Source: an optimization exercise on an open RTL-to-GDS flow (aim: small area, a short achievable clock period and few clock cycles). Production flows keep margins and buffers that such runs may drop.
At most, simulation tests tie the RTL to the original design; equivalence was not proved.

==> try-pepper: inputs <==
// CONVEX
module CONVEX(
input               CLK,
input               RST,
input       [4:0]   PT_XY,
output reg          READ_PT,
output reg  [9:0]   DROP_X,
output reg  [9:0]   DROP_Y,
output reg          DROP_V);
Settings: LEC_CHECK=0, CAP_MARGIN=20, CORE_MARGIN=2, CORE_UTILIZATION=55, SLEW_MARGIN=20; clock period 8.5 ns.
run.sh (not shown) runs the stock make flow with config.mk's settings and CLKGATE_MAP_FILE= SYNTH_SCRIPT=/design/flow/synth_recipe.tcl, a recipe that flattens the netlist after the stock synthesis.
==> try-tundra: changes against try-pepper <==
--- a/flow/design.v
+++ b/flow/design.v
@@ -40,18 +40,22 @@
 reg  [19:0] Q [0:11];
 reg  [3:0]  cnt;
 wire        pop;
 reg  [1:0]  npush;
 reg  [19:0] D0, D1;
 wire [3:0]  base = cnt - {3'd0, pop};
+reg  [12:0] at;                             
 integer j;
+always @(*) begin
+    for (j = 0; j < 13; j = j + 1) at[j] = (cnt == j);
+end
 always @(posedge CLK) begin
     for (j = 0; j < 12; j = j + 1) begin
-        if (npush != 2'd0 && base == j)
+        if (pop ? at[j+1] : at[j])
             Q[j] <= D0;
-        else if (npush == 2'd2 && base + 4'd1 == j)
+        else if (j > 0 && (pop ? at[j] : at[(j > 0) ? j - 1 : 0]))
             Q[j] <= D1;
         else if (pop && j < 11)
             Q[j] <= Q[(j < 11) ? j + 1 : 11];
     end
 end
 always @(posedge CLK or posedge RST) begin
@@ -120,14 +124,12 @@
 reg         s1_v, s1_first, s1_last;
 reg  [19:0] s1_A;
 reg  [10:0] s1_aX, s1_nY, s1_bX, s1_bY;
 reg         s2_v, s2_first, s2_last;
 reg  [19:0] s2_A;
 reg  [22:0] s2_s, s2_c;
-reg         s3_v, s3_first, s3_last, s3_vis;
-reg  [19:0] s3_A;
 always @(posedge CLK) begin
     s1_A  <= PREV;
     s1_aX <= {1'b0, PREV[19:10]} - {1'b0, PT[19:10]};
     s1_nY <= {1'b0, PT[9:0]}     - {1'b0, PREV[9:0]};
     s1_bX <= {1'b0, B[19:10]}    - {1'b0, PT[19:10]};
     s1_bY <= {1'b0, B[9:0]}      - {1'b0, PT[9:0]};
@@ -141,28 +143,25 @@
     s2_s <= cs_s;
     s2_c <= cs_c;
     s2_first <= s1_first;
     s2_last  <= s1_last;
 end
 wire [22:0] cs_t = s2_s + s2_c;
-always @(posedge CLK) begin
-    s3_A   <= s2_A;
-    s3_vis <= cs_t[22];
-    s3_first <= s2_first;
-    s3_last  <= s2_last;
-end
+wire        s3_v     = s2_v;
+wire        s3_first = s2_first;
+wire        s3_last  = s2_last;
+wire        s3_vis   = cs_t[22];
+wire [19:0] s3_A     = s2_A;
 always @(posedge CLK or posedge RST) begin
     if (RST) begin
         s1_v <= 1'b0;
         s2_v <= 1'b0;
-        s3_v <= 1'b0;
     end
     else begin
         s1_v <= issue;
         s2_v <= s1_v;
-        s3_v <= s2_v;
     end
 end
 reg         prev_vis, vis0, anyvis;
 reg  [19:0] R0, PD;
 reg  [3:0]  Hrun;
 reg         pend, pend_drop0, pend_ins0, pend_inside;
--- a/flow/config.mk
+++ b/flow/config.mk
@@ -5,7 +5,8 @@
 export SDC_FILE = /design/flow/constraint.sdc
 export NUM_CORES = 4
 export LEC_CHECK = 0
 export CAP_MARGIN = 20
 export CORE_MARGIN = 2
 export CORE_UTILIZATION = 55
+export SETUP_SLACK_MARGIN = 4.5
 export SLEW_MARGIN = 20
==> results by group <==
Run status
  • Status: no timing/DRC/antenna violations

Setup path
  • CP required: 8.70 ns
  • Reg2Reg Depth: 10
  • CP Max Fanout: 21

Timing
  • Achievable frequency: 0.1964 GHz

Logic synthesis
  • Sequential area share after synthesis: 50.40%
The numbers above come from try-pepper.

==> results by group <==
Run status
  • Status: no timing/DRC/antenna violations

Clock network
  • CTS Buf Count: 60

Setup path
  • CP Max Fanout: 5
  • Reg2Reg Depth: 11
  • Crit Path Category: register to register

Layout
  • # clk buffers: 77

Logic synthesis
  • Sequential area share after synthesis: 49.44%
The numbers above come from try-tundra.

Testbench counts of try-pepper, summed over its fixed seeds: cycles 26,407.
Function not checked in try-tundra: the RTL went through the layout flow alone.

==> run A: inputs <==
CONVEX, a different RTL version from the one above (not shown whole).
==> flow/config.mk <==
export PLATFORM = sky130hd
export DESIGN_NAME = CONVEX
export DESIGN_NICKNAME = CONVEX
export VERILOG_FILES = /design/flow/design.v
export SDC_FILE = /design/flow/constraint.sdc
export NUM_CORES = 4
export LEC_CHECK = 0
export CAP_MARGIN = 20
export CORE_MARGIN = 2
export CORE_UTILIZATION = 55
export CTS_CLUSTER_DIAMETER = 140
export CTS_CLUSTER_SIZE = 24
export SETUP_SLACK_MARGIN = 5
export SLEW_MARGIN = 20
==> flow/constraint.sdc <==
create_clock -name core_clock -period 8.5 [get_ports {CLK}]
set_input_delay 1.7000 -clock core_clock [delete_from_list [all_inputs] [get_ports {CLK}]]
set_output_delay 1.7000 -clock core_clock [all_outputs]
set_load 0.01 [all_outputs]
==> run D: changes against run A <==
--- a/flow/design.v
+++ b/flow/design.v
@@ -75,19 +75,21 @@
 reg  [19:0] PT, R0;
 reg         r0_ok;                          
 reg         fin;                            
 reg  [3:0]  Hp;                             
 wire        fin_set;
 wire [3:0]  Hp_new;
-reg         s1_v, s2_v;
+reg         s1_v, s2_v, s1_first, s1_last, s2_first, s2_last;
 wire [1:0]  ip      = {1'b0, s1_v} + {1'b0, s2_v};
-wire [19:0] A       = (ip == 2'd0) ? Q[0] : (ip == 2'd1) ? Q[1] : Q[2];
-wire [19:0] B       = need_last ? R0 : (ip == 2'd0) ? Q[1] : (ip == 2'd1) ? Q[2] : Q[3];
+reg         ip_0, ip_1, ip_2;
+wire [19:0] A       = ip_0 ? Q[0] : ip_1 ? Q[1] : Q[2];
+wire        r0_now  = s2_v && s2_first;
+wire [19:0] B       = need_last ? (r0_ok ? R0 : Q[0]) : ip_0 ? Q[1] : ip_1 ? Q[2] : Q[3];
 wire        avail2  = (cnt >= {2'd0, ip} + 4'd2);
 wire        all_normal = fin && (tc + 4'd1 == Hp);
-wire        last_is = in_pass && need_last && r0_ok;
+wire        last_is = in_pass && need_last && (r0_ok || r0_now);
 wire        start   = (!in_pass || last_is) && pn_v && npts == 2'd2;
 wire        direct  = pn_v && npts != 2'd2;             
 wire        normal  = in_pass && !need_last && !all_normal && avail2;
 assign      pn_take = start || direct;
 wire        issue   = normal || last_is;
 assign      pop     = s2_v;                 
@@ -129,16 +131,14 @@
         if (fin_set) begin
             fin <= 1'b1;
             Hp  <= Hp_new;
         end
     end
 end
-reg         s1_first, s1_last;
 reg  [10:0] s1_aX, s1_nY;
 reg  [5:0]  s1_oneY, s1_twoY, s1_negY, s1_oneX, s1_twoX, s1_negX;
-reg         s2_first, s2_last;
 reg  [22:0] s2_r0, s2_r1, s2_r2;
 function [17:0] booth;
     input [10:0] m;
     reg   [12:0] e;
     integer k;
     begin
@@ -181,16 +181,22 @@
 assign      s3_vis   = cs_t[22];
 assign      s3_A     = Q[0];                  
 always @(posedge CLK or posedge RST) begin
     if (RST) begin
         s1_v <= 1'b0;
         s2_v <= 1'b0;
+        ip_0 <= 1'b1;
+        ip_1 <= 1'b0;
+        ip_2 <= 1'b0;
     end
     else begin
         s1_v <= issue;
         s2_v <= s1_v;
+        ip_0 <= !issue && !s1_v;
+        ip_1 <= issue ^ s1_v;
+        ip_2 <= issue && s1_v;
     end
 end
 reg         prev_vis, vis0, anyvis;
 reg  [19:0] PD;
 reg  [3:0]  Hrun;
 reg         pend, pend_drop0, pend_ins0, pend_inside;
Settings changed: CORE_UTILIZATION 55 to 70, CTS_CLUSTER_DIAMETER 140 to 120, CTS_CLUSTER_SIZE 24 to 20.
==> run E: changes against run A <==
--- a/flow/design.v
+++ b/flow/design.v
@@ -68,40 +68,37 @@
 end
 always @(posedge CLK or posedge RST) begin
     if (RST) cnt <= 4'd0;
     else     cnt <= vout ? cnt_n1 : cnt_n0;
 end
 reg         in_pass, need_last;
-reg  [3:0]  tc;                             
-reg  [19:0] PT, R0;
+reg  [3:0]  popcnt;
+reg  [19:0] PREV, PT, R0;
 reg         r0_ok;                          
 reg         fin;                            
 reg  [3:0]  Hp;                             
 wire        fin_set;
 wire [3:0]  Hp_new;
-reg         s1_v, s2_v;
-wire [1:0]  ip      = {1'b0, s1_v} + {1'b0, s2_v};
-wire [19:0] A       = (ip == 2'd0) ? Q[0] : (ip == 2'd1) ? Q[1] : Q[2];
-wire [19:0] B       = need_last ? R0 : (ip == 2'd0) ? Q[1] : (ip == 2'd1) ? Q[2] : Q[3];
-wire        avail2  = (cnt >= {2'd0, ip} + 4'd2);
-wire        all_normal = fin && (tc + 4'd1 == Hp);
+wire        all_popped = fin && (popcnt == Hp);
 wire        last_is = in_pass && need_last && r0_ok;
-wire        start   = (!in_pass || last_is) && pn_v && npts == 2'd2;
+wire        start   = (!in_pass || last_is) && pn_v && npts == 2'd2 && cnt != 4'd0;
 wire        direct  = pn_v && npts != 2'd2;             
-wire        normal  = in_pass && !need_last && !all_normal && avail2;
+wire        mid_pop = in_pass && !need_last && !all_popped && cnt != 4'd0;
+assign      pop     = start || mid_pop;
 assign      pn_take = start || direct;
-wire        issue   = normal || last_is;
-assign      pop     = s2_v;                 
+wire        issue   = mid_pop || last_is;
+wire [19:0] B       = need_last ? R0 : Q[0];
 always @(posedge CLK) begin
     if (start) PT <= pn;
+    if (pop) PREV <= Q[0];
 end
 always @(posedge CLK or posedge RST) begin
     if (RST) begin
         in_pass   <= 1'b0;
         need_last <= 1'b0;
-        tc        <= 4'd0;
+        popcnt    <= 4'd0;
         npts      <= 2'd0;
         fin       <= 1'b0;
         Hp        <= 4'd0;
     end
     else begin
         if (direct) begin
@@ -115,30 +112,32 @@
             in_pass   <= 1'b0;
             need_last <= 1'b0;
             fin       <= 1'b0;
         end
         if (start) begin
             in_pass <= 1'b1;
-            tc      <= 4'd0;
+            popcnt  <= 4'd1;
         end
-        else if (normal) begin
-            tc <= tc + 4'd1;
-            if (fin && tc + 4'd2 == Hp) need_last <= 1'b1;
+        else if (mid_pop) begin
+            popcnt <= popcnt + 4'd1;
+            if (fin && popcnt + 4'd1 == Hp) need_last <= 1'b1;
         end
-        else if (in_pass && !need_last && all_normal)
+        else if (in_pass && !need_last && all_popped)
             need_last <= 1'b1;
         if (fin_set) begin
             fin <= 1'b1;
             Hp  <= Hp_new;
         end
     end
 end
-reg         s1_first, s1_last;
+reg         s1_v, s1_first, s1_last;
+reg  [19:0] s1_A;
 reg  [10:0] s1_aX, s1_nY;
 reg  [5:0]  s1_oneY, s1_twoY, s1_negY, s1_oneX, s1_twoX, s1_negX;
-reg         s2_first, s2_last;
+reg         s2_v, s2_first, s2_last;
+reg  [19:0] s2_A;
 reg  [22:0] s2_r0, s2_r1, s2_r2;
 function [17:0] booth;
     input [10:0] m;
     reg   [12:0] e;
     integer k;
     begin
@@ -150,25 +149,27 @@
         end
     end
 endfunction
 wire [10:0] i_bX = {1'b0, B[19:10]} - {1'b0, PT[19:10]};
 wire [10:0] i_bY = {1'b0, B[9:0]}   - {1'b0, PT[9:0]};
 always @(posedge CLK) begin
-    s1_aX <= {1'b0, A[19:10]} - {1'b0, PT[19:10]};
-    s1_nY <= {1'b0, PT[9:0]}     - {1'b0, A[9:0]};
+    s1_A  <= PREV;
+    s1_aX <= {1'b0, PREV[19:10]} - {1'b0, PT[19:10]};
+    s1_nY <= {1'b0, PT[9:0]}     - {1'b0, PREV[9:0]};
     {s1_negY, s1_twoY, s1_oneY} <= booth(i_bY);
     {s1_negX, s1_twoX, s1_oneX} <= booth(i_bX);
-    s1_first <= (tc == 4'd0) && !need_last;
+    s1_first <= (popcnt == 4'd1);
     s1_last  <= need_last;
 end
 wire [22:0] cs_r0, cs_r1, cs_r2;
 CXS cxs(.aX(s1_aX), .nY(s1_nY),
         .oneY(s1_oneY), .twoY(s1_twoY), .negY(s1_negY),
         .oneX(s1_oneX), .twoX(s1_twoX), .negX(s1_negX),
         .r0(cs_r0), .r1(cs_r1), .r2(cs_r2));
 always @(posedge CLK) begin
+    s2_A  <= s1_A;
     s2_r0 <= cs_r0;
     s2_r1 <= cs_r1;
     s2_r2 <= cs_r2;
     s2_first <= s1_first;
     s2_last  <= s1_last;
 end
@@ -176,13 +177,13 @@
 wire [22:0] cs_c = {(s2_r0[21:0] & s2_r1[21:0]) | (s2_r0[21:0] & s2_r2[21:0]) | (s2_r1[21:0] & s2_r2[21:0]), 1'b0};
 wire [22:0] cs_t = cs_s + cs_c;
 assign      s3_v     = s2_v;
 assign      s3_first = s2_first;
 assign      s3_last  = s2_last;
 assign      s3_vis   = cs_t[22];
-assign      s3_A     = Q[0];                  
+assign      s3_A     = s2_A;
 always @(posedge CLK or posedge RST) begin
     if (RST) begin
         s1_v <= 1'b0;
         s2_v <= 1'b0;
     end
     else begin
Settings changed: CTS_CLUSTER_DIAMETER 140 to 150, CTS_CLUSTER_SIZE 24 to 30.
==> run X: changes against run A <==
--- a/flow/design.v
+++ b/flow/design.v
@@ -15,34 +15,39 @@
 reg         rp_n;                           
 assign      READ_PT = !rp_n;
 wire        accept   = READ_PT && (rx_cnt == 3'd0 || rx_cnt == 3'd1);
 wire [2:0]  rx_cnt_n = accept ? 3'd4 : (rx_cnt != 3'd0 ? rx_cnt - 3'd1 : 3'd0);
 wire        rx_done  = (rx_cnt == 3'd1);
 wire        pn_take;                        
-wire        pn_free  = !pn_v || pn_take;
+reg         use_pn;
+wire        use_pn_n;
+wire        pn_free  = !(pn_v || use_pn) || pn_take;
 wire        rx_move  = rx_full && pn_free;
 wire        rx_byp   = rx_done && pn_free;
 wire        rx_full_n = (rx_done && !pn_free) || (rx_full && !rx_move);
-wire        pn_v_n    = rx_move || rx_byp || (pn_v && !pn_take);
+wire        pn_start;                       
+wire        pn_v_n    = rx_move || rx_byp || (pn_v && !pn_take && !pn_start);
 always @(posedge CLK) begin
     if (rx_cnt != 3'd0) rx <= {rx[14:0], PT_XY};
     if (rx_move)     pn <= rx;
     else if (rx_byp) pn <= {rx[14:0], PT_XY};
 end
 always @(posedge CLK or posedge RST) begin
     if (RST) begin
         rx_cnt  <= 3'd0;
         rx_full <= 1'b0;
         pn_v    <= 1'b0;
+        use_pn  <= 1'b0;
         rp_n    <= 1'b0;
     end
     else begin
         rx_cnt  <= rx_cnt_n;
         rx_full <= rx_full_n;
         pn_v    <= pn_v_n;
-        rp_n    <= !(!rx_full_n && (rx_cnt_n == 3'd0 || (rx_cnt_n == 3'd1 && !pn_v_n)));
+        use_pn  <= use_pn_n;
+        rp_n    <= !(!rx_full_n && (rx_cnt_n == 3'd0 || (rx_cnt_n == 3'd1 && !pn_v_n && !use_pn_n)));
     end
 end
 reg  [19:0] Q [0:11];
 reg  [3:0]  cnt;
 wire        pop;
 reg  [1:0]  npush;
@@ -52,66 +57,85 @@
 wire [19:0] s3_A;
 reg  [12:0] at;                             
 integer k, j;
 always @(*) begin
     for (k = 0; k < 13; k = k + 1) at[k] = (cnt == k);
 end
-wire        base_odd = cnt[0] ^ pop;
+reg         pend, pend_drop0, pend_ins0, pend_inside, pend_swap;
+reg         bodd;
+wire        base_odd = bodd;
 wire [19:0] DE = base_odd ? D1 : D0;        
 wire [19:0] DO = base_odd ? D0 : D1;        
 always @(posedge CLK) begin
     for (j = 0; j < 12; j = j + 1) begin
         if (pop ? (at[j+1] || at[j]) : (at[j] || (j > 0 && at[(j > 0) ? j - 1 : 0])))
             Q[j] <= (j % 2 == 0) ? DE : DO;
         else if (pop && j < 11)
             Q[j] <= Q[(j < 11) ? j + 1 : 11];
     end
 end
 always @(posedge CLK or posedge RST) begin
-    if (RST) cnt <= 4'd0;
-    else     cnt <= vout ? cnt_n1 : cnt_n0;
+    if (RST) begin
+        cnt  <= 4'd0;
+        bodd <= 1'b0;
+    end
+    else begin
+        cnt  <= vout ? cnt_n1 : cnt_n0;
+        bodd <= (vout ? cnt_n1[0] : cnt_n0[0]) ^ s1_v ^ (tri_d && !vout);
+    end
 end
 reg         in_pass, need_last;
 reg  [3:0]  tc;                             
 reg  [19:0] PT, R0;
 reg         r0_ok;                          
 reg         fin;                            
 reg  [3:0]  Hp;                             
 wire        fin_set;
 wire [3:0]  Hp_new;
-reg         s1_v, s2_v;
+reg         s1_v, s2_v, s1_first, s1_last, s2_first, s2_last, s1_tri, s2_tri;
+reg         tri_act;
+wire        tri_d;
 wire [1:0]  ip      = {1'b0, s1_v} + {1'b0, s2_v};
-wire [19:0] A       = (ip == 2'd0) ? Q[0] : (ip == 2'd1) ? Q[1] : Q[2];
-wire [19:0] B       = need_last ? R0 : (ip == 2'd0) ? Q[1] : (ip == 2'd1) ? Q[2] : Q[3];
+reg         ip_0, ip_1, ip_2;
+wire [19:0] A       = ip_0 ? Q[0] : ip_1 ? Q[1] : Q[2];
+wire        r0_now  = s2_v && s2_first;
+wire [19:0] B       = need_last ? (r0_ok ? R0 : Q[0]) : ip_0 ? Q[1] : ip_1 ? Q[2] : Q[3];
 wire        avail2  = (cnt >= {2'd0, ip} + 4'd2);
 wire        all_normal = fin && (tc + 4'd1 == Hp);
-wire        last_is = in_pass && need_last && r0_ok;
+wire        last_is = in_pass && need_last && (r0_ok || r0_now) && !tri_act;
 wire        start   = (!in_pass || last_is) && pn_v && npts == 2'd2;
 wire        direct  = pn_v && npts != 2'd2;             
 wire        normal  = in_pass && !need_last && !all_normal && avail2;
-assign      pn_take = start || direct;
+wire        keep_pn  = start && (s1_v || s2_v);
+wire        to_pt    = (start && !keep_pn) || (use_pn && pend);
+assign      use_pn_n = keep_pn || (use_pn && !pend);
+assign      pn_take  = direct || to_pt;
+assign      pn_start = start;
+wire [19:0] P        = use_pn ? pn : PT;    
 wire        issue   = normal || last_is;
 assign      pop     = s2_v;                 
 always @(posedge CLK) begin
-    if (start) PT <= pn;
+    if (to_pt) PT <= pn;
 end
 always @(posedge CLK or posedge RST) begin
     if (RST) begin
         in_pass   <= 1'b0;
         need_last <= 1'b0;
         tc        <= 4'd0;
         npts      <= 2'd0;
+        tri_act   <= 1'b0;
         fin       <= 1'b0;
         Hp        <= 4'd0;
     end
     else begin
         if (direct) begin
             npts <= npts + 2'd1;
             if (npts == 2'd1) begin
-                fin <= 1'b1;
-                Hp  <= 4'd2;
+                fin     <= 1'b1;
+                Hp      <= 4'd2;
+                tri_act <= 1'b1;
             end
         end
         if (last_is) begin
             in_pass   <= 1'b0;
             need_last <= 1'b0;
             fin       <= 1'b0;
@@ -127,18 +151,21 @@
         else if (in_pass && !need_last && all_normal)
             need_last <= 1'b1;
         if (fin_set) begin
             fin <= 1'b1;
             Hp  <= Hp_new;
         end
+        if (tri_d) begin
+            in_pass   <= 1'b0;
+            need_last <= 1'b0;
+            tri_act   <= 1'b0;
+        end
     end
 end
-reg         s1_first, s1_last;
 reg  [10:0] s1_aX, s1_nY;
 reg  [5:0]  s1_oneY, s1_twoY, s1_negY, s1_oneX, s1_twoX, s1_negX;
-reg         s2_first, s2_last;
 reg  [22:0] s2_r0, s2_r1, s2_r2;
 function [17:0] booth;
     input [10:0] m;
     reg   [12:0] e;
     integer k;
     begin
@@ -147,33 +174,35 @@
             booth[k]      = e[2*k+1] ^ e[2*k];
             booth[6 + k]  = (e[2*k+2] & ~e[2*k+1] & ~e[2*k]) | (~e[2*k+2] & e[2*k+1] & e[2*k]);
             booth[12 + k] = e[2*k+2];
         end
     end
 endfunction
-wire [10:0] i_bX = {1'b0, B[19:10]} - {1'b0, PT[19:10]};
-wire [10:0] i_bY = {1'b0, B[9:0]}   - {1'b0, PT[9:0]};
+wire [10:0] i_bX = {1'b0, B[19:10]} - {1'b0, P[19:10]};
+wire [10:0] i_bY = {1'b0, B[9:0]}   - {1'b0, P[9:0]};
 always @(posedge CLK) begin
-    s1_aX <= {1'b0, A[19:10]} - {1'b0, PT[19:10]};
-    s1_nY <= {1'b0, PT[9:0]}     - {1'b0, A[9:0]};
+    s1_aX <= {1'b0, A[19:10]} - {1'b0, P[19:10]};
+    s1_nY <= {1'b0, P[9:0]}      - {1'b0, A[9:0]};
     {s1_negY, s1_twoY, s1_oneY} <= booth(i_bY);
     {s1_negX, s1_twoX, s1_oneX} <= booth(i_bX);
     s1_first <= (tc == 4'd0) && !need_last;
     s1_last  <= need_last;
+    s1_tri   <= tri_act;
 end
 wire [22:0] cs_r0, cs_r1, cs_r2;
 CXS cxs(.aX(s1_aX), .nY(s1_nY),
         .oneY(s1_oneY), .twoY(s1_twoY), .negY(s1_negY),
         .oneX(s1_oneX), .twoX(s1_twoX), .negX(s1_negX),
         .r0(cs_r0), .r1(cs_r1), .r2(cs_r2));
 always @(posedge CLK) begin
     s2_r0 <= cs_r0;
     s2_r1 <= cs_r1;
     s2_r2 <= cs_r2;
     s2_first <= s1_first;
     s2_last  <= s1_last;
+    s2_tri   <= s1_tri;
 end
 wire [22:0] cs_s = s2_r0 ^ s2_r1 ^ s2_r2;
 wire [22:0] cs_c = {(s2_r0[21:0] & s2_r1[21:0]) | (s2_r0[21:0] & s2_r2[21:0]) | (s2_r1[21:0] & s2_r2[21:0]), 1'b0};
 wire [22:0] cs_t = cs_s + cs_c;
 assign      s3_v     = s2_v;
 assign      s3_first = s2_first;
@@ -181,65 +210,70 @@
 assign      s3_vis   = cs_t[22];
 assign      s3_A     = Q[0];                  
 always @(posedge CLK or posedge RST) begin
     if (RST) begin
         s1_v <= 1'b0;
         s2_v <= 1'b0;
+        ip_0 <= 1'b1;
+        ip_1 <= 1'b0;
+        ip_2 <= 1'b0;
     end
     else begin
         s1_v <= issue;
         s2_v <= s1_v;
+        ip_0 <= !issue && !s1_v;
+        ip_1 <= issue ^ s1_v;
+        ip_2 <= issue && s1_v;
     end
 end
 reg         prev_vis, vis0, anyvis;
-reg  [19:0] PD;
 reg  [3:0]  Hrun;
-reg         pend, pend_drop0, pend_ins0, pend_inside;
 wire        vin   = prev_vis;
 wire        vout  = s3_vis;
 wire        dec   = s3_v && !s3_first;
 wire        drop  = dec && vin && vout;
 wire        ins   = dec && vout && !vin;
 wire        drop0 = vout && vis0;
 wire        ins0  = vis0 && !vout;
 wire [3:0]  Hrun_m2 = Hrun - 4'd2;
 wire [3:0]  Hrun_m1 = Hrun - 4'd1;
 wire [3:0]  Hrun_p1 = Hrun + 4'd1;
 wire [3:0]  Hrun_n  = !vout ? Hrun : vin ? Hrun_m1 : Hrun_p1;
-assign      fin_set = dec && s3_last;
+assign      tri_d   = s3_v && s2_tri;
+assign      fin_set = (dec && s3_last) || tri_d;
 wire [3:0]  Hp_v0   = vis0 ? Hrun_p1 : Hrun;
 wire [3:0]  Hp_v1   = vin ? (vis0 ? Hrun_m2 : Hrun_m1) : (vis0 ? Hrun : Hrun_p1);
-assign      Hp_new  = vout ? Hp_v1 : Hp_v0;
+assign      Hp_new  = tri_d ? 4'd3 : vout ? Hp_v1 : Hp_v0;
 wire [1:0]  pend_n  = pend_drop0 ? 2'd0 : pend_ins0 ? 2'd2 : 2'd1;
 wire [1:0]  npush0  = direct ? 2'd1 : pend ? pend_n : dec ? 2'd1 : 2'd0;
 wire [1:0]  npush1  = direct ? 2'd1 : pend ? pend_n : dec ? (vin ? 2'd0 : 2'd2) : 2'd0;
 wire [3:0]  cnt_n0  = (npush0 == 2'd0) ? base : (npush0 == 2'd1) ? base + 4'd1 : base + 4'd2;
 wire [3:0]  cnt_n1  = (npush1 == 2'd0) ? base : (npush1 == 2'd1) ? base + 4'd1 : base + 4'd2;
 always @(*) begin
     npush = vout ? npush1 : npush0;
     D0 = direct ? pn : pend ? R0 : s3_A;
-    D1 = PD;
+    D1 = PT;
 end
 always @(posedge CLK) begin
     if (s3_v && s3_first) begin
         R0 <= s3_A;
-        PD <= PT;
         vis0 <= s3_vis;
         prev_vis <= s3_vis;
         anyvis <= s3_vis;
         Hrun <= Hp;
     end
     else if (dec) begin
         prev_vis <= s3_vis;
         anyvis <= anyvis | s3_vis;
         Hrun <= Hrun_n;
     end
     if (fin_set) begin
-        pend_drop0  <= drop0;
-        pend_ins0   <= ins0;
-        pend_inside <= !(anyvis || vout);
+        pend_drop0  <= drop0 && !tri_d;
+        pend_ins0   <= ins0 || tri_d;
+        pend_inside <= !(anyvis || vout) && !tri_d;
+        pend_swap   <= tri_d && !vout;
     end
 end
 always @(posedge CLK or posedge RST) begin
     if (RST) begin
         pend  <= 1'b0;
         r0_ok <= 1'b0;
@@ -248,13 +282,13 @@
         pend  <= fin_set;
         r0_ok <= start ? 1'b0 : (s3_v && s3_first) ? 1'b1 : r0_ok;
     end
 end
 always @(posedge CLK) begin
     if (pend)
-        {DROP_X, DROP_Y} <= pend_drop0 ? R0 : PD;
+        {DROP_X, DROP_Y} <= pend_drop0 ? R0 : PT;
     else
         {DROP_X, DROP_Y} <= s3_A;
 end
 always @(posedge CLK or posedge RST) begin
     if (RST) DROP_V <= 1'b0;
     else     DROP_V <= pend ? (pend_drop0 || pend_inside) : drop;
Settings changed: CTS_CLUSTER_DIAMETER 140 to 120, CTS_CLUSTER_SIZE 24 to 20.
==> flow_summary_export.csv <==
group,metric,value,unit
status,status,"no timing/DRC/antenna violations",
sta,skew,0.03739,ns
final_layout,seq_cells,584,
detailed_routing,routedWlPerCell,21.58,um
synthesis,synth_common_cells,"edfxtp_1, inv_1, nor2_1",
floorplan,nWellTaps,680,
place,hpwl,46970,um
synthesis,synth_edf_count,370,
global_routing,track_usage,25.96,%
final_layout,multi_input_area,11990,sq um
synthesis,synth_xor_area_share,6.237,%
detailed_routing,topRoutingLayerUsed,"met4",
synthesis,synth_compound_area_share,11.27,%
final_layout,finish.utilization,59.52,%
detailed_routing,dr.pass1.iters,5,
final_layout,final_layout_size_suffix_gt1_share,7.610,%
# the run above: run E

==> flow_summary_export.csv <==
group,metric,value,unit
status,status,"no timing/DRC/antenna violations",
synthesis,synth_xor_area_share,6.053,%
place,hpwl,47640,um
final_layout,final_layout_size_suffix_gt1_share,5.560,%
sta,skew,0.02688,ns
global_routing,grt_pass1_wl,103100,um
floorplan,nWellTaps,525,
detailed_routing,topRoutingLayerUsed,"met4",
detailed_routing,dr.pass1.iters,7,
critical_path,timing.critical_path.mode_cell,"fa_1",
final_layout,multi_input_area,12850,sq um
synthesis,synth_common_cells,"edfxtp_1, nor2_1, a21oi_1",
global_routing,track_usage,31.38,%
final_layout,finish.utilization,75.75,%
final_layout,seq_cells,526,
sta,rsz0062_at_grt,"true",
# the run above: run D

==> flow_summary_export.csv <==
group,metric,value,unit
synthesis,synth_edf_count,350,
detailed_routing,dr.pass1.iters,6,
sta,holdWs,0.3529,ns
final_layout,finish.utilization,59.30,%
synthesis,synth_xor_area_share,6.086,%
status,status,"no timing/DRC/antenna violations",
final_layout,multi_input_area,12860,sq um
synthesis,synth_common_cells,"edfxtp_1, nor2_1, a21oi_1",
clocking,cts_hold_buf,0,
detailed_routing,routedWlPerCell,19.85,um
synthesis,synth_seq_cells,524,
synthesis,async_reset_ff_share,5.344,%
detailed_routing,topRoutingLayerUsed,"met4",
synthesis,synth_compound_area_share,12.68,%
sta,skew,0.04003,ns
place,hpwl,47570,um
global_routing,track_usage,25.37,%
# the run above: run A

==> flow_summary_export.csv <==
group,metric,value,unit
synthesis,synth_common_cells,"edfxtp_1, nor2_1, a21oi_1",
detailed_routing,topRoutingLayerUsed,"met5",
final_layout,seq_cells,511,
final_layout,finish.utilization,59.69,%
place,hpwl,49870,um
synthesis,synth_xor_area_share,6.085,%
detailed_routing,dr.pass1.iters,5,
global_routing,track_usage,25.73,%
status,status,"no timing/DRC/antenna violations",
detailed_routing,routedWlPerCell,20.41,um
# the run above: run X

Testbench counts of run A, summed over its fixed seeds: cycles 23,933.
Testbench counts of run E, summed over its fixed seeds: cycles 24,019.
Testbench counts of run X, summed over its fixed seeds: cycles 23,534.
Function not checked in run D: the RTL went through the layout flow alone.

==> re-timing with driven ports <==
No port has a modelled driver above. Below, the same layouts with a new extraction and two added sets of constraints. Step 1 sets driving cells, clkbuf_16 on the clock port and buf_2 on the other inputs (assumed; they add their load-dependent delay and slew). Step 2, shift: input delay + t, output delay - t, t = (earliest + latest rising clock arrival at the registers) / 2. This alone moves slack from input paths to output paths. a / b / c = no drivers / after step 1 / after step 2; a / b = the first two.
| run | shift t [ns] | slack for setup (ns) | hold slack, ns | worst register clock-pin slew, ns | pins driven straight from the clock port |
|---|---|---|---|---|---|
| try-pepper | 0.667 | 3.409 / 3.409 / 3.409 | 0.310 / 0.310 / 0.310 | 0.07 / 0.07 | 1 |
| try-tundra | 0.686 | 4.269 / 4.269 / 4.269 | 0.329 / 0.329 / 0.329 | 0.06 / 0.06 | 1 |
| run A | 0.654 | 5.106 / 5.106 / 5.106 | 0.353 / 0.353 / 0.353 | 0.11 / 0.11 | 1 |
| run D | 0.680 | 5.113 / 5.076 / 5.113 | 0.333 / 0.333 / 0.333 | 0.09 / 0.09 | 1 |
| run E | 0.633 | 5.049 / 5.049 / 5.049 | 0.333 / 0.333 / 0.333 | 0.12 / 0.12 | 1 |
| run X | 0.649 | 4.990 / 4.990 / 4.990 | 0.326 / 0.326 / 0.326 | 0.10 / 0.10 | 1 |
After both steps setup and hold are still met in every run listed.
